Source: an optimization exercise on an open RTL-to-GDS flow (aim: small area). Production flows keep margins and buffers that such runs may drop. Only simulation tests tie the RTL to the original design; equivalence was not proved. The flow treats the clock pin as an ideal source. Dropping or thinning the clock tree relies on that and would not hold on a real chip. Power and IR drop assume default switching activity.

main:
// top
module top (
  input clk,
  input rst,
  input echo,
  input sw1,
  input sw2,
  output trig,
  output led3,
  output led5,
  output led7,
  output led2,
  output led1,
  output led4,
  output led6,
  output led8,
  output led9,
  output pwm,
  output sonido
);
export LEC_CHECK = 0
export CAP_MARGIN = 20
export CORE_MARGIN = 2
export CORE_UTILIZATION = 70
export PLACE_DENSITY = 0.85
export SLEW_MARGIN = 20
create_clock -name core_clock -period 5.0 [get_ports {clk}]
standard.sh (not shown) runs the stock make flow with config.mk's settings and CLKGATE_MAP_FILE= SYNTH_SCRIPT=/design/flow/synth_recipe.tcl, a recipe that flattens the netlist after the stock synthesis.
==> flow/flow/run.sh <==
#!/bin/bash
# Own layout flow: the standard synthesis, then the combinational logic
# between the (unchanged) registers is re-mapped by ABC for area, then the
# standard ORFS layout with small port buffers and a lean clock tree.
# Each tool's output goes to its own log file in the work folder.
set -euo pipefail
W=$PWD
F=$W/flow
R=$W/orfs/results/$FLOW_PLATFORM/top/base
YOSYS=$(command -v yosys || echo "$FLOW_HOME/../tools/install/yosys/bin/yosys")
LIB=$FLOW_HOME/platforms/$FLOW_PLATFORM/lib/sky130_fd_sc_hd__tt_025C_1v80.lib

bash standard.sh synth > $W/log_1_synth.log 2>&1
cp $R/1_2_yosys.v $W/synth_standard.v

# 2. re-map the logic between the registers: one Yosys/ABC run per line of
# flow/remap_scripts.txt, in parallel; the smallest netlist is kept.
i=0
while IFS= read -r scr; do
  [ -n "$scr" ] || continue
  i=$((i+1)); D=$W/remap_$i; mkdir -p $D
  printf '%s\n' "$scr" > $D/s.abc
  sed -e "s|@LIB@|$LIB|g" -e "s|@IN@|$W/synth_standard.v|g" -e "s|@OUT@|$D/out.v|g" \
      -e "s|@ABC@|$D/s.abc|g" -e "s|@STAT@|$D/stat.txt|g" $F/remap.ys > $D/remap.ys
  ( cd $D && $YOSYS -s $D/remap.ys > $W/log_2_remap_$i.log 2>&1 || true ) &
done < $F/remap_scripts.txt
wait
best=""; barea=""
for D in $W/remap_*; do
  [ -s $D/out.v ] && [ -s $D/stat.txt ] || continue
  # same registers as the standard synthesis
  [ "$(grep -c 'sky130_fd_sc_hd__df' $D/out.v)" = "$(grep -c 'sky130_fd_sc_hd__df' $W/synth_standard.v)" ] || continue
  a=$(awk '/Chip area/ {print $NF}' $D/stat.txt)
  if [ -z "$best" ] || awk -v a=$a -v b=$barea 'BEGIN{exit !(a<b)}'; then best=$D; barea=$a; fi
done
test -n "$best"
echo "kept $best area $barea" > $W/remap_choice.txt
cp $best/out.v $W/synth_remap.v
cp $best/stat.txt $W/remap_stat.txt
cp $W/synth_remap.v $R/1_2_yosys.v
rm -f $R/1_synth.odb $R/1_synth.sdc

# 3. layout; the clock tree is built by flow/clktree.tcl
export CLK_NLEAF=${CLK_NLEAF:-3} CLK_LEAF=${CLK_LEAF:-sky130_fd_sc_hd__clkbuf_16} CLK_ROOT=${CLK_ROOT:-none}
bash standard.sh finish \
  "BUFFER_PORTS_ARGS=-buffer_cell sky130_fd_sc_hd__buf_1" \
  "PRE_CTS_TCL=$F/clktree.tcl" \
  > $W/log_3_layout.log 2>&1
test -f $W/out/final.def
==> flow/flow/remap_scripts.txt <==
strash; &get -n; &deepsyn -T 40 -S 0; &put; dch -f; amap
strash; &get -n; &deepsyn -T 40 -S 1; &put; dch -f; amap
strash; &get -n; &deepsyn -T 40 -S 2; &put; dch; amap; strash; dch; amap
strash; &get -n; &deepsyn -T 40 -S 3; &put; dch -f; map -a
Other scripts of this flow, unchanged in this note and not shown: flow/flow/clktree.tcl, flow/flow/remap.ys
main finished every stage and its layout cleared the timing, design-rule and antenna checks.
> inputs changed (main -> the feature branch)
==> flow/flow/remap_scripts.txt <==
strash; &get -n; &deepsyn -T 40; &dch -f; &nf -R 1000 -a; &put
strash; &get -n; &deepsyn -T 40 -S 5; &dch -f; &nf -R 1000 -a; &put
strash; &get -n; &deepsyn -T 40; &put; dch -f; amap
strash; &get -n; &deepsyn -T 40 -S 9; &put; dch -f; &get -n; &nf -R 2000 -a -F 20 -A 20; &put
[summary]
- Of the feature branch and main, the lower die footprint belongs to the feature branch.
- In the reports for the feature branch and main, the smaller met3 capacity usage during global routing belongs to the feature branch.
- The feature branch vs. main: sequential share of cell area up 1.1 points, power density over the cells went up, worst setup slack after layout has decreased, data required time at the worst endpoint saw a decrease, initial detailed-routing violation count dropped 13.
- As of the feature branch, timing-limited maximum frequency had fallen by more than 10% compared to main.
- Area growth from synthesis to final layout: the feature branch > main
No run of this note takes its clock network from TritonCTS; it comes from the design's own scripts or RTL.

afterwards: timing with drivers on the ports:
The flow's constraints put no driver on any port. The routed layouts listed below were extracted and timed again, unchanged, in two steps.
Step 1, drivers: a clkbuf_16 drives clk and a buf_2 each remaining input, both assumed.
Step 2 times the ports against the registers' clock, not the clock port: input delays grow and output delays shrink by t, the midpoint of the rising clock arrivals with the driver on.
Three values: ideal ports, drivers, drivers and shift; two values: the first two.
| run | shift t [ns] | setup WS [ns] | slew at the worst register clock pin (ns) | cell pins on the clock port's net |
|---|---|---|---|---|
| main | 0.220 | 1.143 / 1.143 / 1.143 | 0.11 / 0.11 | 3 |
| the feature branch | 0.218 | 0.427 / 0.427 / 0.427 | 0.11 / 0.11 | 3 |
After both steps setup and hold are still met in every run listed.
